This design comes from an exercise in tuning for small area, a short achievable clock period and few clock cycles per item on the open sky130 flow, not from production work. At most, simulation tests tie the RTL to the original design; equivalence was not proved. Function not checked in runs 2 and 3: the RTL went through the layout flow alone. The flow treats the clock pin as an ideal source. Dropping or thinning the clock tree relies on that and would not hold on a real chip. No activity file was given, so power comes from the tool's default toggle rates.

==> flow/design.v <==
`timescale 1 ns / 1 ns
module gaussian_stream
(
	input        clk,
	input        reset,
	input        on_switch,
	input  [7:0] input_fifo,
	input        input_fifo_valid,
	output       input_fifo_ready,
	output [7:0] output_fifo,
	output       output_fifo_valid,
	input        output_fifo_ready
);
localparam integer SLOTS = 6;      
reg        rdy;
reg  [7:0] in_reg;
reg        sh;            
wire       take = input_fifo_valid & rdy & ~reset;
always @(posedge clk) begin
	in_reg <= input_fifo;
	sh <= take;
end
reg [511:0] ring0, ring1, ring2, ring3;
reg  [31:0] ev;           
wire [7:0] out0 = ring0[511:504];
wire [7:0] out1 = ring1[511:504];
wire [7:0] out2 = ring2[511:504];
wire [7:0] out3 = ring3[511:504];
always @(posedge clk) begin
	ring0 <= {ring0[503:0], sh ? in_reg : out0};
	ring1 <= {ring1[503:0], sh ? out0 : out1};
	ring2 <= {ring2[503:0], sh ? out1 : out2};
	ring3 <= {ring3[503:0], sh ? out2 : out3};
	if (sh) ev <= {ev[23:0], out3};
end
function [7:0] win;
	input integer m, n;
	reg [511:0] r;
	begin
		if (n == 4) begin
			case (m)
			4: win = in_reg;
			3: win = out0;
			2: win = out1;
			1: win = out2;
			default: win = out3;
			endcase
		end else begin
			case (m)
			4: r = ring0;
			3: r = ring1;
			2: r = ring2;
			default: r = ring3;
			endcase
			if (m == 0) win = ev[8*(3-n) +: 8];
			else win = r[8*(3-n) +: 8];
		end
	end
endfunction
wire [7:0] ctr_1 = ring2[8*2 +: 8];
wire [7:0] ctr_3 = ring2[8*4 +: 8];
reg [10:0] pos;
reg        primed;
reg  [5:0] lead;
wire [5:0] px = pos[5:0];
wire [4:0] py = pos[10:6];
wire border = ~on_switch | (px < 6'd2) | (px > 6'd61) | (py < 5'd2) | (py > 5'd29);
always @(posedge clk) begin
	if (reset) begin
		pos <= 11'd1918;       
		primed <= 1'b0;
		lead <= 6'd1;
	end else begin
		lead <= sh ? lead : lead + 6'd1;
		if (sh) begin
			pos <= pos + 11'd1;
			if (pos == 11'd2047) primed <= 1'b1;
		end
	end
end
reg        v1, b1;
reg  [9:0] c1, c3a, c3b, c4, c8, c10;
always @(posedge clk) begin
	v1 <= ~reset & sh & primed;
	b1 <= border;
	c1  <= win(0, 0) + win(0, 4) + win(4, 0) + win(4, 4);
	c3a <= win(0, 1) + win(0, 3) + win(1, 0) + win(3, 0);
	c3b <= win(4, 1) + win(4, 3) + win(1, 4) + win(3, 4);
	c4  <= win(0, 2) + win(2, 0) + win(4, 2) + win(2, 4);
	c8  <= win(1, 1) + win(1, 3) + win(3, 1) + win(3, 3);
	c10 <= win(1, 2) + win(2, 1) + win(3, 2) + win(2, 3);
end
reg        v2, b2;
reg [10:0] sa;            
reg [11:0] sb, sd;        
reg [10:0] se;            
wire [11:0] a_sum = c1 + c3a + c3b;
always @(posedge clk) begin
	v2 <= ~reset & v1;
	b2 <= b1;
	sa <= a_sum[11:1];
	sb <= c3a + c3b + {c4, 1'b0};
	sd <= c8 + c10 + ctr_1;
	se <= c10 + {ctr_1, 1'b0};
end
wire [13:0] ta = {3'b000, sa};
wire [13:0] tb = {2'b00, sb};
wire [13:0] tc = {3'b000, se};
wire [13:0] td = {sd, 2'b00};
wire [13:0] x1 = ta ^ tb ^ tc;
wire [13:0] y1 = {(ta[12:0] & tb[12:0]) | (ta[12:0] & tc[12:0]) | (tb[12:0] & tc[12:0]), 1'b0};
wire [13:0] x2 = x1 ^ y1 ^ td;
wire [13:0] y2 = {(x1[12:0] & y1[12:0]) | (x1[12:0] & td[12:0]) | (y1[12:0] & td[12:0]), 1'b0};
wire  [6:0] low = x2[5:0] + y2[5:0];
reg        v3, b3;
reg  [7:0] hx, hy;
reg        hc;
always @(posedge clk) begin
	v3 <= ~reset & v2;
	b3 <= b2;
	hx <= x2[13:6];
	hy <= y2[13:6];
	hc <= low[6];
end
wire [7:0] h = hx + hy + {7'd0, hc};
wire [7:0] res = b3 ? ctr_3 : h;
reg        ovalid;
reg  [7:0] odata;
reg  [7:0] mem [0:SLOTS-1];
reg  [2:0] wp, rp;
reg  [2:0] cnt;
reg  [2:0] occ;
wire       push = v3;
wire       pop = ovalid & output_fifo_ready;
wire [2:0] wp1 = (wp == SLOTS - 1) ? 3'd0 : wp + 3'd1;
wire [2:0] rp1 = (rp == SLOTS - 1) ? 3'd0 : rp + 3'd1;
wire [7:0] head0 = mem[rp];
wire [7:0] head1 = mem[rp1];
wire       empty0 = cnt == 3'd0;
wire       empty1 = cnt == 3'd1;
wire       left_empty = empty0 | (empty1 & pop);    
wire       drop = sh & ~primed;                     
wire [2:0] occ_b = occ - {2'b00, drop};
wire       room_p = occ_b < SLOTS - 1;
wire       room_0 = occ_b < SLOTS;
wire       eq0 = lead == {5'd0, sh};
wire       eq1 = lead == {5'd0, sh} + 6'd1;
always @(posedge clk) begin
	if (push) mem[wp] <= res;
	odata <= left_empty ? res : pop ? head1 : head0;
	if (reset) begin
		ovalid <= 1'b0;
		wp <= 3'd0;
		rp <= 3'd0;
		cnt <= 3'd0;
		occ <= 3'd0;
		rdy <= 1'b1;
	end else begin
		ovalid <= push | ~left_empty;
		if (push) wp <= wp1;
		if (pop) rp <= rp1;
		cnt <= pop ? (push ? cnt : cnt - 3'd1) : (push ? cnt + 3'd1 : cnt);
		occ <= take ? (pop ? occ_b : occ_b + 3'd1) : (pop ? occ_b - 3'd1 : occ_b);
		rdy <= take ? (eq1 & (pop ? room_0 : room_p)) : (eq0 & (pop | room_0));
	end
end
assign input_fifo_ready = rdy;
assign output_fifo = odata;
assign output_fifo_valid = ovalid;
endmodule
==> flow/flow/run.sh <==
#!/bin/bash
set -euo pipefail
here=$(pwd)
bash standard.sh SETUP_SLACK_MARGIN=7.2 \
  "CTS_ARGS=-sink_clustering_enable -repair_clock_nets -sink_clustering_size 24 -sink_clustering_max_diameter 60 -dont_use_dummy_load" \
  POST_CTS_TCL="$here/flow/clktop.tcl" finish > standard_flow.log 2>&1
==> flow/flow/clktop.tcl <==
# POST_CTS hook: rebuild the top of the clock tree as two buffer levels.
# The clock port drives 4 new root buffers (clkbuf_16), one per quadrant of
# the leaf buffers, and each root drives the leaf buffers of its quadrant;
# the leaf level that CTS built is kept. Every register still gets its clock
# through two buffers, so the tree stays balanced, with a shorter insertion
# delay than the three-level tree.
set nroot [expr {[info exists ::env(NROOT)] ? $::env(NROOT) : 4}]
set block [ord::get_db_block]
set db [ord::get_db]
set master [$db findMaster sky130_fd_sc_hd__clkbuf_16]
set clkport [$block findBTerm clk]
set clknet [$clkport getNet]
# the old upper tree: every buffer between the port and the leaf buffers
# (CTS names the leaf buffers clkbuf_leaf_*)
proc upstream {inst} {
  foreach it [$inst getITerms] { if {[$it isInputSignal]} { return [$it getNet] } }
  return NULL
}
set leaves {}
set oldinsts {}
set oldnets {}
set todo [list $clknet]
while {[llength $todo]} {
  set net [lindex $todo 0]
  set todo [lrange $todo 1 end]
  foreach it [$net getITerms] {
    if {![$it isInputSignal]} continue
    set inst [$it getInst]
    set n [$inst getName]
    if {[string match "clkbuf_leaf_*" $n]} { lappend leaves $inst; continue }
    if {[string match "clkload*" $n]} { lappend oldinsts $n; continue }
    if {![string match "*clkbuf*" [[$inst getMaster] getName]]} {
      error "clktop: $n, a [[$inst getMaster] getName], sits above the leaf buffers"
    }
    lappend oldinsts $n
    foreach ot [$inst getITerms] {
      if {[$ot isOutputSignal] && [$ot getNet] ne "NULL"} {
        lappend oldnets [[$ot getNet] getName]
        lappend todo [$ot getNet]
      }
    }
  }
}
puts "clktop: [llength $leaves] leaf buffers; old upper tree: $oldinsts"
# leaf locations, k-means into nroot groups
set pts {}
foreach l $leaves { set loc [$l getLocation]; lappend pts [list [lindex $loc 0] [lindex $loc 1]] }
set xs [lmap p $pts {lindex $p 0}]; set ys [lmap p $pts {lindex $p 1}]
set xmin [tcl::mathfunc::min {*}$xs]; set xmax [tcl::mathfunc::max {*}$xs]
set ymin [tcl::mathfunc::min {*}$ys]; set ymax [tcl::mathfunc::max {*}$ys]
set cents {}
if {$nroot == 4} {
  foreach fx {0.25 0.75} { foreach fy {0.25 0.75} { lappend cents [list [expr {$xmin + $fx*($xmax-$xmin)}] [expr {$ymin + $fy*($ymax-$ymin)}]] } }
} else {
  foreach fx {0.5} { foreach fy {0.25 0.75} { lappend cents [list [expr {$xmin + $fx*($xmax-$xmin)}] [expr {$ymin + $fy*($ymax-$ymin)}]] } }
}
for {set it 0} {$it < 20} {incr it} {
  set asg {}
  foreach p $pts {
    set best 0; set bd 1e18; set k 0
    foreach c $cents { set d [expr {abs([lindex $p 0]-[lindex $c 0]) + abs([lindex $p 1]-[lindex $c 1])}]; if {$d < $bd} {set bd $d; set best $k}; incr k }
    lappend asg $best
  }
  set nc {}
  for {set k 0} {$k < [llength $cents]} {incr k} {
    set sx 0; set sy 0; set cnt 0
    foreach p $pts a $asg { if {$a == $k} { set sx [expr {$sx+[lindex $p 0]}]; set sy [expr {$sy+[lindex $p 1]}]; incr cnt } }
    if {$cnt > 0} { lappend nc [list [expr {$sx/$cnt}] [expr {$sy/$cnt}]] } else { lappend nc [lindex $cents $k] }
  }
  set cents $nc
}
# disconnect port net from the old root, delete old tree
foreach nn $oldinsts { odb::dbInst_destroy [$block findInst $nn] }
foreach nn $oldnets { set net [$block findNet $nn]; if {$net ne "NULL"} { odb::dbNet_destroy $net } }
# also dummy loads left without a net are harmless; remove instances whose input is unconnected
foreach inst [$block getInsts] {
  if {[string match "clkload*" [$inst getName]] && [upstream $inst] eq "NULL"} {
    odb::dbInst_destroy $inst
  }
}
# new roots
set k 0
foreach c $cents {
  set inst [odb::dbInst_create $block $master "clkroot_$k"]
  set net [odb::dbNet_create $block "clkroot_net_$k"]
  $net setSigType CLOCK
  [$inst findITerm A] connect $clknet
  [$inst findITerm X] connect $net
  $inst setLocation [expr {int([lindex $c 0])}] [expr {int([lindex $c 1])}]
  $inst setPlacementStatus PLACED
  incr k
}
foreach l $leaves a $asg {
  set it [$l findITerm A]
  $it disconnect
  $it connect [$block findNet "clkroot_net_$a"]
}
set cnts {}
for {set k 0} {$k < [llength $cents]} {incr k} { lappend cnts [llength [lsearch -all $asg $k]] }
puts "clktop: roots at $cents with leaves $cnts"
detailed_placement
check_placement -verbose
estimate_parasitics -placement
report_clock_latency
repair_timing_helper
detailed_placement
check_placement -verbose
estimate_parasitics -placement
report_clock_latency
report_worst_slack -max
report_worst_slack -min
==> flow/standard.sh <==
#!/bin/bash
# synth_recipe.tcl (not shown) runs the flow's synth.tcl, then flattens the netlist and writes it again
# the make line also repeats each setting of config.mk as NAME=value (left out here)
make -C /OpenROAD-flow-scripts/flow DESIGN_CONFIG=/design/flow/config.mk WORK_HOME=/design/flow/orfs CLKGATE_MAP_FILE= SYNTH_SCRIPT=/design/flow/synth_recipe.tcl "${@:-finish}"
==> flow/config.mk <==
export PLATFORM = sky130hd
export DESIGN_NAME = gaussian_stream
export DESIGN_NICKNAME = gaussian_stream
export VERILOG_FILES = /design/flow/design.v
export SDC_FILE = /design/flow/constraint.sdc
export NUM_CORES = 4
export LEC_CHECK = 0
export CAP_MARGIN = 20
export CORE_MARGIN = 2
export CORE_UTILIZATION = 60
export CTS_CLUSTER_DIAMETER = 80
export CTS_CLUSTER_SIZE = 30
export PLACE_DENSITY = 0.7
export SLEW_MARGIN = 20
==> flow/constraint.sdc <==
create_clock -name core_clock -period 10.0 [get_ports {clk}]
set_input_delay 2.0000 -clock core_clock [delete_from_list [all_inputs] [get_ports {clk}]]
set_output_delay 2.0000 -clock core_clock [all_outputs]
set_load 0.01 [all_outputs]
==> results of run 1 <==
[layout by cell type, fill, tap and decap left out, types with 7 or more instances in the layout]
master | synthesis | layout
xnor2_1 | 61 | 59
a211oi_2 | 0 | 7
mux2i_1 | 18 | 18
nor2b_1 | 24 | 18
dfxtp_1 | 2228 | 2197
inv_1 | 282 | 267
a21oi_2 | 0 | 9
a21o_1 | 20 | 20
xor2_1 | 21 | 21
nand3_1 | 13 | 13
mux2_2 | 8 | 8
nor3_1 | 18 | 16
mux4_2 | 8 | 8
dfxtp_2 | 0 | 28
nor2_1 | 84 | 75
a211oi_1 | 15 | 8
fa_1 | 148 | 141
nand2_1 | 79 | 77
inv_2 | 0 | 14
or3_1 | 8 | 8
nor2_2 | 0 | 9
edfxtp_1 | 80 | 80
o21ai_0 | 72 | 68
buf_4 | 2 | 37
a21oi_1 | 48 | 39
clkdlybuf4s50_1 | 0 | 9
buf_6 | 2 | 11
ha_1 | 115 | 108
fa_2 | 0 | 7
o21a_1 | 12 | 12
nand2b_1 | 10 | 10
clkbuf_16 | 0 | 114
[cell families after synthesis]
group,Yosys count,share of synthesized area
buffers and inverters,311,0.0211
DFF,2308,0.829
xor gates and xnor gates,82,0.0127
and+or+nand+nor,269,0.0223
adders and majority gates,263,0.0777
muxes,42,0.0111
AOI/OAI and AO/OA,229,0.0258
[path summary, 6_finish.rpt]
kind,startpoint,endpoint,slack [ns],cells past startpoint
max,odata[5],output_fifo[5],6.99,1
min,ring1[246],ring1[254],0.28,0
max reg2reg,ring2[1],c10[7],7.02,11
min reg2reg,ring1[246],ring1[254],0.28,0
[worst reg2reg max path, stage by stage (launching register included)]
cell	delay (ns)
dfxtp_2	0.34
inv_2	0.04
fa_1	0.52
inv_1	0.05
fa_1	0.43
ha_2	0.21
fa_2	0.37
a21o_1	0.18
a21oi_2	0.18
nor2b_2	0.07
o31ai_2	0.23
a21boi_2	0.20
[metal layers]
layer	wire length (um)	vias to the layer above	GRT usage
met5	0	-	0
met2	31200	237	0.232
met3	2280	141	0.0241
met1	37600	10400	0.227
met4	1820	0	0.0416
li1	-	11300	-
[metrics by stage]
| step | power [uW] | std cells |
|---|---|---|
| floorplan | 12500 | 3504 |
| global placement | 13200 | 4757 |
| detailed placement | 13300 | 4757 |
| global route | 18700 | 4908 |
| finish | 17800 | 4908 |
[layout make-up, clock buffers not listed]
class,instances,share of cell area
Buffer,4,0.00162
Multi-Input combinational cell,885,0.143
Sequential cell,2308,0.760
Timing Repair Buffer,65,0.00929
Tap cell,1254,0.0253
Inverter,282,0.0171
[power breakdown]
| group | total [uW] | switching [uW] | internal [uW] |
|---|---|---|---|
| Combinational | 2940 | 1560 | 1380 |
| Clock | 4500 | 2510 | 1990 |
| Sequential | 10300 | 304 | 10000 |
==> results.toml, run 1 <==
[status]
status = "complete, no violations"

[sta]
max_freq_mhz = 332
period_minus_slack_ns = 3.01
drv_slew = 0
rsz0062_at_grt = "true"
holdWs_ns = 0.277
finalSetupTns_ns = 0
finalClockSkew_ns = 0.105
fin_ws_ns = 6.99
finalCritPeriodShare = 0.301
tightest_slew_ns = 0.900
finalHoldViolCount = 0
slew-limit-headroom = 0.397
setup_viol_count_final = 0

[global_route]
grt-ovfl-total = 0
first_global_vias = 22600
antenna_found_initial = 2
grt_max_degree = 69
track_usage = 0.152
grt_pass1_wl_um = 118000

[placement]
gp_congestion = 0.806
port_buffers = 22
place_area_mm2 = 0.0585
dp_hpwl_um = 45200
place_ws_ns = 5.89

[synth]
synth_common_cells = "dfxtp_1, inv_1, fa_1"
syn_avg_cell_area_um2 = 16.2
ys_top_cells_by_area = "dfxtp_1, fa_1, edfxtp_1"
seq_area_frac_synth = 0.829
async_flop_share = 0
synth_top_area_cell = "dfxtp_1"
synth.cell_area_mm2 = 0.0567
netlist_instances = 3504
synth_flop_cell = "dfxtp_1"
yosys_warnings = 1
synth_edf_count = 80
ys_ff_latch = 2308
netlist.area_leader.share = 0.787
syn-num-nets = 3780
yosysMostFrequentCell = "dfxtp_1"
synth_cell_types = 63

[detailed_routing]
drtIter0Drc = 1099
vias = 22100
via_per_inst = 4.50
finalWirelength_um = 72900
first_pass_iters = 4
drc = 0
detail-route-antenna-nets = 0
wl_per_cell_um = 14.9

[setup_path]
worstPathRequired_ns = 8.00
startpoint_type = "flop"
worstPathCellList = "buf_6"
worst_setup_path_end_kind = "output port"
worst-path-buf-inv = 1
arrival_ns = 1.01
worst-setup-path-type = "reg2out"
crit_family = "flip-flops"
max_stage_delay_ns = 0.36
worst-path-max-fanout = 1
cpMaxStageDelayCell = "dfxtp_2"

[final_layout]
ff_latch_area_mm2 = 0.0471
multi_input_area_mm2 = 0.00883
n_fill_cell = 6404
final_area_mm2 = 0.0619
layout.nets = 3932
n_antenna_cell = 0
finalCoreUtilization = 0.663
area_delta_synth_final_pct = 9.28
drive_above_1_share = 0.0851

[cts]
clkTransAtPathRegs_ns = 0.09
clkLatencyLatePin_ns = 0.62
cts.sinks = 2308

[power]
power_density_mw_per_mm2 = 287
power.leakage_uw = 0.0257
ir_drop_mv = 0.221

[floorplanning]
ios = 23
die_width_um = 311
die_y_um = 311
row_count = 112
initial_utilization = 0.606
dieArea_mm2 = 0.0969
core_mm2 = 0.0935

[job]
maxCapViolCount = 0

[hold_path]
min_path_type = "reg2reg"
Testbench counts, summed over its fixed seeds: cycles 49,192, items 49,152.
==> run 2: changes to the inputs <==
--- a/flow/design.v
+++ b/flow/design.v
@@ -59,5 +59,5 @@
 endfunction
 wire [7:0] ctr_1 = ring2[8*2 +: 8];
-wire [7:0] ctr_3 = ring2[8*4 +: 8];
+wire [7:0] ctr_2 = ring2[8*3 +: 8];
 reg [10:0] pos;
 reg        primed;
@@ -92,37 +92,20 @@
 end
 reg        v2, b2;
-reg [10:0] sa;            
-reg [11:0] sb, sd;        
-reg [10:0] se;            
-wire [11:0] a_sum = c1 + c3a + c3b;
+reg [12:0] w1, w2;
+reg [11:0] w3;
 always @(posedge clk) begin
 	v2 <= ~reset & v1;
 	b2 <= b1;
-	sa <= a_sum[11:1];
-	sb <= c3a + c3b + {c4, 1'b0};
-	sd <= c8 + c10 + ctr_1;
-	se <= c10 + {ctr_1, 1'b0};
+	w1 <= c1 + c3a + c3b + {c4, 2'b00};
+	w2 <= c3a + c3b + {c8, 2'b00} + c10;
+	w3 <= {c10, 1'b0} + {ctr_1, 1'b0} + ctr_1;
 end
-wire [13:0] ta = {3'b000, sa};
-wire [13:0] tb = {2'b00, sb};
-wire [13:0] tc = {3'b000, se};
-wire [13:0] td = {sd, 2'b00};
-wire [13:0] x1 = ta ^ tb ^ tc;
-wire [13:0] y1 = {(ta[12:0] & tb[12:0]) | (ta[12:0] & tc[12:0]) | (tb[12:0] & tc[12:0]), 1'b0};
-wire [13:0] x2 = x1 ^ y1 ^ td;
-wire [13:0] y2 = {(x1[12:0] & y1[12:0]) | (x1[12:0] & td[12:0]) | (y1[12:0] & td[12:0]), 1'b0};
-wire  [6:0] low = x2[5:0] + y2[5:0];
-reg        v3, b3;
-reg  [7:0] hx, hy;
-reg        hc;
+reg        v3;
+reg  [7:0] res;
+wire [14:0] s = w1 + {w2, 1'b0} + {w3, 2'b00};
 always @(posedge clk) begin
 	v3 <= ~reset & v2;
-	b3 <= b2;
-	hx <= x2[13:6];
-	hy <= y2[13:6];
-	hc <= low[6];
+	res <= b2 ? ctr_2 : s[14:7];
 end
-wire [7:0] h = hx + hy + {7'd0, hc};
-wire [7:0] res = b3 ? ctr_3 : h;
 reg        ovalid;
 reg  [7:0] odata;
==> flow/flow/run.sh (replaced) <==
#!/bin/bash
set -euo pipefail
here=$(pwd)
bash standard.sh SETUP_SLACK_MARGIN=7.2 \
  "CTS_ARGS=-sink_clustering_enable -repair_clock_nets -sink_clustering_size 30 -sink_clustering_max_diameter 80 -dont_use_dummy_load" \
  POST_CTS_TCL="$here/flow/clktop.tcl" finish > standard_flow.log 2>&1
==> run 2 against run 1 <==
  * Highest routed layer unchanged
  * Still clean
  * Hold slack better by 0.0077 ns
  * Register-to-register slack worse by 0.23 ns
  * Total power increased by 2.9%
  * Setup slack got worse by 0.19 ns
  * Fmax shrank 6.0%
  * Combinational power increased by 48%
  * Routed wire length is 4.0% higher
  * Clock skew fell by 0.037 ns
  * Critical path depth is 10 higher
  * Critical endpoint is now w2[11]
  * First-iteration DRC count increased by 2.7%
  * Sequential share of layout area increased by 0.24 points
==> results.toml, run 2 <==
[status]
status = "complete, no violations"

[global_route]
track_usage = 0.160
grt_max_degree = 76
antenna_found_initial = 1
grt-ovfl-total = 0
first_global_vias = 23000
grt_pass1_wl_um = 123000

[placement]
place_area_mm2 = 0.0581
port_buffers = 22
gp_congestion = 0.839
dp_hpwl_um = 46400

[setup_path]
worst-setup-path-type = "reg2reg"
worstPathCellList = "inv_2 > fa_1 > fa_1 > inv_2 > ha_4 > a21oi_2 > nor2b_2 > o31a_1 > or4_4 > a2111o_1 > o311ai_1"
cpMaxStageDelayCell = "fa_1"
r2r-end = "w2[11]"
r2r_slack_ns = 6.79
startpoint_type = "flop"
worst-path-buf-inv = 2
rr_startpoint = "c8[1]"
crit_family = "adder cells"
worst-path-max-fanout = 2
ff2ff_path_depth = 11
arrival_ns = 3.68
max_stage_delay_ns = 0.60
worstPathRequired_ns = 10.47
worst_setup_path_end_kind = "flop"

[synth]
synth.cell_area_mm2 = 0.0561
yosys_warnings = 1
synth_top_area_cell = "dfxtp_1"
synth_common_cells = "dfxtp_1, inv_1, fa_1"
yosysMostFrequentCell = "dfxtp_1"
yosys.area_share.xor_xnor = 0.0131
async_flop_share = 0
synth_edf_count = 80
synth_compound_area_frac = 0.0203
synth-simple-area-share = 0.0203
netlist_instances = 3458
syn_avg_cell_area_um2 = 16.2
ys_top_cells_by_area = "dfxtp_1, fa_1, edfxtp_1"
synthAdderAreaFrac = 0.0792
muxShareOfSynthArea = 0.0133
synth_top_family_by_area = "adder cells"
synth_cell_types = 58
syn-num-nets = 3735
netlist.area_leader.share = 0.788
ys_ff_latch = 2289
synth_flop_cell = "dfxtp_1"
seq_area_frac_synth = 0.831

[sta]
setup_viol_count_final = 0
finalSetupTns_ns = 0
rsz0062_at_grt = "true"
finalHoldViolCount = 0
drv_slew = 0
holdWs_ns = 0.285
finalClockSkew_ns = 0.0680
finalCritPeriodShare = 0.321
max_freq_mhz = 312
period_minus_slack_ns = 3.21
tightest_slew_ns = 0.972
slew-limit-headroom = 0.352

[detailed_routing]
vias = 21800
drc = 0
detail-route-antenna-nets = 0
first_pass_iters = 4
via_per_inst = 4.49
drtIter0Drc = 1129
wl_per_cell_um = 15.6
finalWirelength_um = 75800

[cts]
clkLatencyLatePin_ns = 0.55
cts.sinks = 2289
clkTransAtPathRegs_ns = 0.11

[hold_path]
min_from = "ring1[245]"
hold-path-cell-count = 0
min_path_type = "reg2reg"
whs_endpoint = "ring1[253]"

[final_layout]
n_fill_cell = 6425
final_area_mm2 = 0.0613
final_cell_mix = "dfxtp_1, inv_1, fa_1"
mostFrequentLayoutCell = "dfxtp_1"
drive_above_1_share = 0.106
n_antenna_cell = 0
layout.nets = 3881
area_delta_synth_final_pct = 9.16

[floorplanning]
row_count = 112
die_width_um = 310
initial_utilization = 0.603
dieArea_mm2 = 0.0960
ios = 23
die_y_um = 310
core_mm2 = 0.0930

[power]
swShare = 0.268
power_density_mw_per_mm2 = 298
p_int_uw = 13400
switching_power_uw = 4900
power.leakage_uw = 0.0254
pwr-share-comb = 0.239
p_seq_frac = 0.550
ir_drop_mv = 0.379
pwr-share-clk = 0.212

[job]
maxCapViolCount = 0
==> run 2: worst max-delay path by stage <==
stage                     slack (ns)  cells past startpoint  endpoint               from
after floorplan                 6.71                      8  odata[6]  output_fifo_ready
after global placement          5.89                      7  odata[7]  output_fifo_ready
after detailed placement        5.87                      7  odata[5]  output_fifo_ready
after global routing            6.66                     11    w2[11]              c8[1]
final                           6.79                     11    w2[11]              c8[1]
==> run 2: layout make-up, clock buffers not listed <==
type	instances	area (um^2)	share of cell area
timing repair buffer	87	744	0.0121
multi-input combinational	827	9010	0.147
sequential	2289	46700	0.762
inverter	316	1190	0.0194
tap	1254	1570	0.0256
buffer	4	100	0.00163
==> run 2: metal layers <==
metal | up-vias | wire length [um] | track usage
met5 | - | 0 | 0
met2 | 199 | 34700 | 0.258
li1 | 11000 | - | -
met3 | 109 | 2000 | 0.0235
met4 | 0 | 1770 | 0.0406
met1 | 10500 | 37300 | 0.231
==> run 2: per-stage QoR <==
stage | setup slack, ns | util | power, uW | instances
final | 6.79 | 0.659 | 18300 | 4856
after detailed placement | 5.87 | 0.624 | 13600 | 4714
after global placement | 5.89 | 0.624 | 13500 | 4714
after floorplan | 6.71 | - | 12800 | 3458
after global routing | 6.66 | 0.659 | 19200 | 4856
==> run 2: cells by family (layout without fill, tap and decap cells) <==
family	after synthesis	after routing
AO/OA/AOI/OAI	176	176
XOR/XNOR	84	84
adder cells (fa/ha/maj)	264	264
buffers and inverters	342	486
flip-flops	2289	2289
multiplexers	49	49
AND/OR/NAND/NOR	254	254
==> run 2: power groups by stage <==
stage,clock [uW],combinational [uW],sequential (uW)
after floorplan,0,2600,10200
after detailed placement,0,3350,10300
after global placement,0,3270,10300
after global routing,4290,4840,10100
final,3870,4360,10100
==> run 3: changes to the inputs <==
--- a/flow/design.v
+++ b/flow/design.v
@@ -12,5 +12,5 @@
 	input        output_fifo_ready
 );
-localparam integer SLOTS = 6;      
+localparam integer SLOTS = 5;      
 reg        rdy;
 reg  [7:0] in_reg;
@@ -101,11 +101,6 @@
 	w3 <= {c10, 1'b0} + {ctr_1, 1'b0} + ctr_1;
 end
-reg        v3;
-reg  [7:0] res;
 wire [14:0] s = w1 + {w2, 1'b0} + {w3, 2'b00};
-always @(posedge clk) begin
-	v3 <= ~reset & v2;
-	res <= b2 ? ctr_2 : s[14:7];
-end
+wire  [7:0] res = b2 ? ctr_2 : s[14:7];
 reg        ovalid;
 reg  [7:0] odata;
@@ -114,5 +109,5 @@
 reg  [2:0] cnt;
 reg  [2:0] occ;
-wire       push = v3;
+wire       push = v2;
 wire       pop = ovalid & output_fifo_ready;
 wire [2:0] wp1 = (wp == SLOTS - 1) ? 3'd0 : wp + 3'd1;
==> run 3 against run 2 <==
  * Largest cell class unchanged
  * Critical path type unchanged
  * First-iteration DRC count rose by 3.5%
  * Clock skew grew 0.039 ns
  * Critical path depth unchanged
  * Final area is 0.97% lower
  * Still clean on timing, DRC and antenna
  * Sequential power hardly changed
  * Area after synthesis shrank 0.92%
==> results.toml, run 3 <==
[floorplanning]
row_count = 111
die_width_um = 308
die_y_um = 308
dieArea_mm2 = 0.0952
ios = 23
core_mm2 = 0.0918
initial_utilization = 0.606

[setup_path]
worst-path-max-fanout = 3
worstPathRequired_ns = 10.40
arrival_ns = 3.64
worst_setup_path_end_kind = "flop"
startpoint_type = "flop"
worst-setup-path-type = "reg2reg"

[detailed_routing]
wl_per_cell_um = 15.0
first_pass_iters = 4
vias = 21700
via_per_inst = 4.48
drtIter0Drc = 1169
detail-route-antenna-nets = 0
finalWirelength_um = 72400
drc = 0

[sta]
slew-limit-headroom = 0.348
max_freq_mhz = 309
finalSetupTns_ns = 0
setup_viol_count_final = 0
period_minus_slack_ns = 3.24
finalHoldViolCount = 0
drv_slew = 0
tightest_slew_ns = 0.974
finalCritPeriodShare = 0.324
rsz0062_at_grt = "true"
finalClockSkew_ns = 0.107

[global_route]
antenna_found_initial = 3
grt_pass1_wl_um = 118000
grt-ovfl-total = 0
grt_max_degree = 59
track_usage = 0.155
use_met1 = 0.225
first_global_vias = 22500
met3_usage = 0.0232
gr-usage-met2 = 0.244
grt_busiest_layer = "met2"

[synth]
synth_flop_cell = "dfxtp_1"
syn_avg_cell_area_um2 = 16.1
synth_edf_count = 72
ys_ff_latch = 2272
synth.cell_area_mm2 = 0.0556
ys_top_cells_by_area = "dfxtp_1, fa_1, edfxtp_1"
async_flop_share = 0
netlist_instances = 3456
synth_common_cells = "dfxtp_1, inv_1, fa_1"
yosysMostFrequentCell = "dfxtp_1"
syn-num-nets = 3737
netlist.area_leader.share = 0.792
synth_top_area_cell = "dfxtp_1"
seq_area_frac_synth = 0.831
synth_cell_types = 63
yosys_warnings = 1

[placement]
gp_congestion = 0.841
port_buffers = 22
dp_hpwl_um = 45400

[final_layout]
final_cell_mix = "dfxtp_1, inv_1, fa_1"
area_delta_synth_final_pct = 9.11
ff_latch_area_mm2 = 0.0463
mostFrequentLayoutCell = "dfxtp_1"
drive_above_1_share = 0.107
layout.nets = 3881
multi_input_area_mm2 = 0.00884
n_fill_cell = 6326
n_antenna_cell = 0

[cts]
clkTransAtPathRegs_ns = 0.11
clkLatencyLatePin_ns = 0.56
cts.sinks = 2272

[power]
power.leakage_uw = 0.0253
power_density_mw_per_mm2 = 297
ir_drop_mv = 0.354
total_power_uw = 18000

[status]
status = "complete, no violations"

[hold_path]
min_path_type = "reg2reg"

[job]
maxCapViolCount = 0
-- run 3: cell count changes after synthesis, sizes merged, moves of 5 or more --
cell     before   now
a2111oi       8     2
and3          4     9
dfxtp      2209  2200
edfxtp       80    72
inv         316   333
mux2         14    20
mux2i        19     9
mux4         16     8
nand2        80   101
nor2        100    68
nor2b         6    14
o22ai         0     7
o31ai         0     5
-- run 3: layout make-up, clock buffers not listed --
cell class,instances,area share
buffer,4,0.00165
inverter,333,0.0206
sequential,2272,0.763
timing repair buffer,78,0.0108
tap,1243,0.0256
multi-input combinational,831,0.146
-- run 3: kinds of logic after synthesis --
kind of cell / synth area share
muxes: 0.00891
adders and majority gates: 0.0808
AOI/OAI and AO/OA: 0.0233
DFF: 0.831
and+or+nand+nor: 0.0196
buffers and inverters: 0.0239
xor gates and xnor gates: 0.0128
-- run 3: critical path, stage by stage, from the launching register on --
cell,delay [ns]
dfxtp_1,0.32
inv_1,0.05
fa_1,0.49
fa_1,0.54
inv_1,0.05
ha_1,0.29
a21oi_2,0.13
nor2b_1,0.07
o31a_1,0.27
or4_4,0.45
nand4_1,0.09
or3b_1,0.35
-- run 3: layer usage --
metal | vias to the layer above | routed length [um]
met3 | 108 | 2210
met4 | 0 | 1850
li1 | 11000 | -
met1 | 10400 | 36400
met5 | - | 0
met2 | 237 | 31900
-- run 3: where the power goes --
group	internal, uW	switching (uW)	total (uW)
registers	9740	229	9970
clock network	1490	2370	3860
logic	1990	2190	4180
total	13200	4790	18000
-- run 3: worst paths after layout --
check / startpoint / endpoint / slack [ns] / cells after the start
hold reg to reg: ring1[315] / ring1[323] / 0.30 / 0
setup / recovery: c8[1] / w2[11] / 6.76 / 11
setup reg to reg: c8[1] / w2[11] / 6.76 / 11
hold / removal: ring1[315] / ring1[323] / 0.30 / 0
-- run 3: through the flow --
stage               cells  area [um^2]  utilization  hold slack [ns]  setup WS, ns
finish               4841        60700        0.661            0.302          6.76
floorplan            3456        55700            -            0.310          6.97
global route         4841        60700        0.661            0.294          6.63
global placement     4706        57500        0.626            0.310          6.23
detailed placement   4706        57500        0.626            0.312          6.16
==> run 4: changes to the inputs <==
==> flow/design.v (replaced) <==
`timescale 1 ns / 1 ns
module gaussian_stream
(
	input        clk,
	input        reset,
	input        on_switch,
	input  [7:0] input_fifo,
	input        input_fifo_valid,
	output       input_fifo_ready,
	output [7:0] output_fifo,
	output       output_fifo_valid,
	input        output_fifo_ready
);
localparam integer SLOTS = 6;      
reg        rdy;
reg  [7:0] in_reg;
reg        sh;            
wire       take = input_fifo_valid & rdy & ~reset;
always @(posedge clk) begin
	in_reg <= input_fifo;
	sh <= take;
end
localparam integer DEPTH = 260;    
reg [8*DEPTH-1:0] chain;
always @(posedge clk)
	if (sh) chain <= {chain[8*DEPTH-9:0], in_reg};
function [7:0] tap;
	input integer d;
	begin
		if (d == 0) tap = in_reg;
		else tap = chain[8*(d-1) +: 8];
	end
endfunction
reg [10:0] pos;
reg        primed;
wire [5:0] px = pos[5:0];
wire [4:0] py = pos[10:6];
wire border = ~on_switch | (px < 6'd2) | (px > 6'd61) | (py < 5'd2) | (py > 5'd29);
always @(posedge clk) begin
	if (reset) begin
		pos <= 11'd1918;       
		primed <= 1'b0;
	end else begin
		if (sh) begin
			pos <= pos + 11'd1;
			if (pos == 11'd2047) primed <= 1'b1;
		end
	end
end
reg        v1, b1;
reg  [7:0] ctr_1, ctr_2, ctr_3;
reg  [9:0] c1, c3a, c3b, c4, c8, c10;
always @(posedge clk) begin
	v1 <= ~reset & sh & primed;
	b1 <= border;
	ctr_1 <= tap(260 - 64*(2) - (2));
	c1  <= tap(260 - 64*(0) - (0)) + tap(260 - 64*(0) - (4)) + tap(260 - 64*(4) - (0)) + tap(260 - 64*(4) - (4));
	c3a <= tap(260 - 64*(0) - (1)) + tap(260 - 64*(0) - (3)) + tap(260 - 64*(1) - (0)) + tap(260 - 64*(3) - (0));
	c3b <= tap(260 - 64*(4) - (1)) + tap(260 - 64*(4) - (3)) + tap(260 - 64*(1) - (4)) + tap(260 - 64*(3) - (4));
	c4  <= tap(260 - 64*(0) - (2)) + tap(260 - 64*(2) - (0)) + tap(260 - 64*(4) - (2)) + tap(260 - 64*(2) - (4));
	c8  <= tap(260 - 64*(1) - (1)) + tap(260 - 64*(1) - (3)) + tap(260 - 64*(3) - (1)) + tap(260 - 64*(3) - (3));
	c10 <= tap(260 - 64*(1) - (2)) + tap(260 - 64*(2) - (1)) + tap(260 - 64*(3) - (2)) + tap(260 - 64*(2) - (3));
end
reg        v2, b2;
reg [10:0] sa;            
reg [11:0] sb, sd;        
reg [10:0] se;            
wire [11:0] a_sum = c1 + c3a + c3b;
always @(posedge clk) begin
	v2 <= ~reset & v1;
	b2 <= b1;
	ctr_2 <= ctr_1;
	sa <= a_sum[11:1];
	sb <= c3a + c3b + {c4, 1'b0};
	sd <= c8 + c10 + ctr_1;
	se <= c10 + {ctr_1, 1'b0};
end
wire [13:0] ta = {3'b000, sa};
wire [13:0] tb = {2'b00, sb};
wire [13:0] tc = {3'b000, se};
wire [13:0] td = {sd, 2'b00};
wire [13:0] x1 = ta ^ tb ^ tc;
wire [13:0] y1 = {(ta[12:0] & tb[12:0]) | (ta[12:0] & tc[12:0]) | (tb[12:0] & tc[12:0]), 1'b0};
wire [13:0] x2 = x1 ^ y1 ^ td;
wire [13:0] y2 = {(x1[12:0] & y1[12:0]) | (x1[12:0] & td[12:0]) | (y1[12:0] & td[12:0]), 1'b0};
wire  [6:0] low = x2[5:0] + y2[5:0];
reg        v3, b3;
reg  [7:0] hx, hy;
reg        hc;
always @(posedge clk) begin
	v3 <= ~reset & v2;
	b3 <= b2;
	ctr_3 <= ctr_2;
	hx <= x2[13:6];
	hy <= y2[13:6];
	hc <= low[6];
end
wire [7:0] h = hx + hy + {7'd0, hc};
wire [7:0] res = b3 ? ctr_3 : h;
reg        ovalid;
reg  [7:0] odata;
reg  [7:0] mem [0:SLOTS-1];
reg  [2:0] wp, rp;
reg  [2:0] cnt;
reg  [2:0] occ;
wire       push = v3;
wire       pop = ovalid & output_fifo_ready;
wire [2:0] wp1 = (wp == SLOTS - 1) ? 3'd0 : wp + 3'd1;
wire [2:0] rp1 = (rp == SLOTS - 1) ? 3'd0 : rp + 3'd1;
wire [7:0] head0 = mem[rp];
wire [7:0] head1 = mem[rp1];
wire       empty0 = cnt == 3'd0;
wire       empty1 = cnt == 3'd1;
wire       left_empty = empty0 | (empty1 & pop);    
wire       drop = sh & ~primed;                     
wire [2:0] occ_b = occ - {2'b00, drop};
wire       room_p = occ_b < SLOTS - 1;
wire       room_0 = occ_b < SLOTS;
always @(posedge clk) begin
	if (push) mem[wp] <= res;
	odata <= left_empty ? res : pop ? head1 : head0;
	if (reset) begin
		ovalid <= 1'b0;
		wp <= 3'd0;
		rp <= 3'd0;
		cnt <= 3'd0;
		occ <= 3'd0;
		rdy <= 1'b1;
	end else begin
		ovalid <= push | ~left_empty;
		if (push) wp <= wp1;
		if (pop) rp <= rp1;
		cnt <= pop ? (push ? cnt : cnt - 3'd1) : (push ? cnt + 3'd1 : cnt);
		occ <= take ? (pop ? occ_b : occ_b + 3'd1) : (pop ? occ_b - 3'd1 : occ_b);
		rdy <= take ? (pop ? room_0 : room_p) : (pop | room_0);
	end
end
assign input_fifo_ready = rdy;
assign output_fifo = odata;
assign output_fifo_valid = ovalid;
endmodule
==> run 4 against run 3 <==
  * Still clean
  * Setup slack improved by 0.17 ns
  * Combinational power fell by 64%
  * Sequential share of layout area rose by 5.9 points
  * First-iteration DRC count rose by 130%
  * Clock power rose by 4%
  * Total power fell by 7.9%
  * Routed wire length rose by 38%
  * Core utilization fell by 1.3 points
  * Clock skew fell by 0.038 ns
  * Final cell count rose by 8.6%
  * Final area rose by 36%
==> results.toml, run 4 <==
[power]
switching_power_uw = 3560
power_density_mw_per_mm2 = 201
p_seq_frac = 0.667
power.leakage_uw = 0.0227
swShare = 0.215
pwr-share-comb = 0.091
p_int_uw = 13000
pwr-share-clk = 0.243
ir_drop_mv = 0.175
total_power_uw = 16600

[synth]
synth_common_cells = "edfxtp_1, inv_1, dfxtp_1"
ys_top_cells_by_area = "edfxtp_1, dfxtp_1, fa_1"
netlist_instances = 3435
synth_edf_count = 2128
synth_flop_cell = "edfxtp_1"
ys_ff_latch = 2326
yosysMostFrequentCell = "edfxtp_1"
syn-num-nets = 3710
synth.cell_area_mm2 = 0.0770
syn_avg_cell_area_um2 = 22.4
async_flop_share = 0
seq_area_frac_synth = 0.881
netlist.area_leader.share = 0.829
synth_cell_types = 62
yosys_warnings = 1
synth_top_area_cell = "edfxtp_1"

[cts]
cts.sinks = 2326
clkLatencyLatePin_ns = 0.56
clkTransAtPathRegs_ns = 0.10

[setup_path]
arrival_ns = 1.07
worst-setup-path-type = "reg2out"
crit_family = "flip-flops"
crit_start = "odata[5]"
cpMaxStageDelayCell = "dfxtp_4"
worst_setup_path_end_kind = "output port"
worstPathCellList = "buf_6"
worstPathRequired_ns = 8.00
max_stage_delay_ns = 0.40
startpoint_type = "flop"
rr_startpoint = "chain[537]"
worst-path-buf-inv = 1
worst-path-max-fanout = 1

[global_route]
first_global_vias = 27000
grt_pass1_wl_um = 155000
grt-ovfl-total = 0
grt_max_degree = 212
met3_usage = 0.0179
antenna_found_initial = 1
grt_busiest_layer = "met1"
gr-usage-met2 = 0.224
track_usage = 0.152
use_met1 = 0.248

[floorplanning]
initial_utilization = 0.604
ios = 23
die_width_um = 362
dieArea_mm2 = 0.131
die_y_um = 362
row_count = 131
core_mm2 = 0.128

[detailed_routing]
first_pass_iters = 5
wl_per_cell_um = 19.1
drtIter0Drc = 2656
vias = 27800
via_per_inst = 5.29
detail-route-antenna-nets = 0
finalWirelength_um = 100000
drc = 0

[sta]
finalCritPeriodShare = 0.307
finalHoldViolCount = 0
period_minus_slack_ns = 3.07
drv_slew = 0
finalSetupTns_ns = 0
slew-limit-headroom = 0.247
tightest_slew_ns = 1.12
setup_viol_count_final = 0
finalClockSkew_ns = 0.0691
max_freq_mhz = 326
rsz0062_at_grt = "true"

[placement]
place_area_mm2 = 0.0796
gp_congestion = 0.809
dp_hpwl_um = 57500
port_buffers = 22
dp_cells = 5120

[final_layout]
final_cell_mix = "edfxtp_1, inv_1, dfxtp_1"
top_register = "chain"
area_delta_synth_final_pct = 7.28
mostFrequentLayoutCell = "edfxtp_1"
drive_above_1_share = 0.0876
layout.nets = 3872
n_antenna_cell = 0
largest_register_ffs = 2080
finalCoreUtilization = 0.648
top_regs = "chain: 2080 flops, mem: 48 flops"
final-instance-count-excl-fill = 5257
final_area_mm2 = 0.0827
n_fill_cell = 8225

[hold_path]
min_from = "sd[11]"
min_path_type = "reg2reg"

[status]
status = "complete, no violations"

[job]
maxCapViolCount = 0
## run 4: power by group through the flow
stage / logic (uW) / registers (uW) / clock network (uW)
detailed placement: 1440 / 11300 / 0
global route: 1710 / 11100 / 4500
floorplan: 798 / 11900 / 0
global placement: 1400 / 11300 / 0
finish: 1510 / 11100 / 4030
## run 4: metrics by stage
stage,worst slack [ns],hold slack [ns]
global route,6.81,0.321
finish,6.93,0.320
detailed placement,6.05,0.315
floorplan,-5.77,0.310
global placement,6.02,0.314
## run 4: layout make-up, clock buffers not listed
cell class	instances	area [um^2]	area share
Tap cell	1662	2080	0.0252
Buffer	4	100	0.00121
Multi-Input combinational cell	797	8420	0.102
Timing Repair Buffer	91	981	0.0119
Sequential cell	2326	67900	0.821
Inverter	294	1100	0.0134
## run 4: worst register-to-register path, stage by stage (launching register included)
cell	delay, ns
edfxtp_1	0.37
inv_2	0.06
fa_1	0.52
inv_1	0.05
fa_1	0.45
ha_2	0.22
fa_2	0.37
a21o_1	0.18
a21oi_2	0.20
nor2b_2	0.08
o31ai_2	0.24
a21boi_2	0.21
## run 4: kinds of logic (layout without fill, tap and decap cells)
logic type | Yosys count | in the layout | share of synthesized area
AO/OA/AOI/OAI | 199 | 199 | 0.0167
XOR/XNOR | 74 | 74 | 0.00841
adder cells (fa/ha/maj) | 262 | 262 | 0.0570
buffers and inverters | 312 | 472 | 0.0153
flip-flops | 2326 | 2326 | 0.881
multiplexers | 40 | 40 | 0.00788
AND/OR/NAND/NOR | 222 | 222 | 0.0138
## run 4: routing by layer
metal / up-vias / wire [um] / share of wire
li1: 13100 / - / -
met1: 14300 / 49800 / 0.50
met2: 336 / 44800 / 0.45
met3: 139 / 3210 / 0.032
met4: 0 / 2390 / 0.024
met5: - / 0 / 0
## run 4: path summary, 6_finish.rpt
| kind | to | slack (ns) | depth (start not counted) |
|---|---|---|---|
| worst max-delay path | output_fifo[5] | 6.93 | 1 |
| worst min-delay path | hx[7] | 0.32 | 0 |
| worst max register to register | c3a[7] | 6.96 | 11 |
| worst min register to register | hx[7] | 0.32 | 0 |
Testbench counts of run 4, summed over its fixed seeds: cycles 49,192, items 49,152.

-- re-timing with driven ports --
How much do the figures lean on ideal ports? The routed layouts below were timed once more, with nothing changed but the port constraints.
Step 1 (the two cells are an assumption about what drives the block):
set clk [get_ports {clk}]
set_driving_cell -lib_cell sky130_fd_sc_hd__clkbuf_16 $clk
set_driving_cell -lib_cell sky130_fd_sc_hd__buf_2 [delete_from_list [all_inputs] $clk]
Step 2 moves the port delays by t, midway between the first and last clock arrival at a register: inputs arrive t later, outputs are due t later. That takes back most of the time a late clock gives input paths.
a / b / c = ideal ports / drivers / drivers and shift; a / b = the first two.
run | t, ns | setup WS [ns] | worst slew at a driven data input, ns
run 1 | 0.708 | 6.986 / 6.847 / 6.601 | 0.06
run 2 | 0.663 | 6.793 / 6.793 / 6.616 | 0.06
run 3 | 0.645 | 6.763 / 6.763 / 6.682 | 0.05
run 4 | 0.685 | 6.931 / 6.777 / 6.730 | 0.04
After both steps setup and hold are still met in every run listed. The setup slack of run 1, which loses most, moves by -0.139 ns with the drivers and by -0.385 ns with both steps.
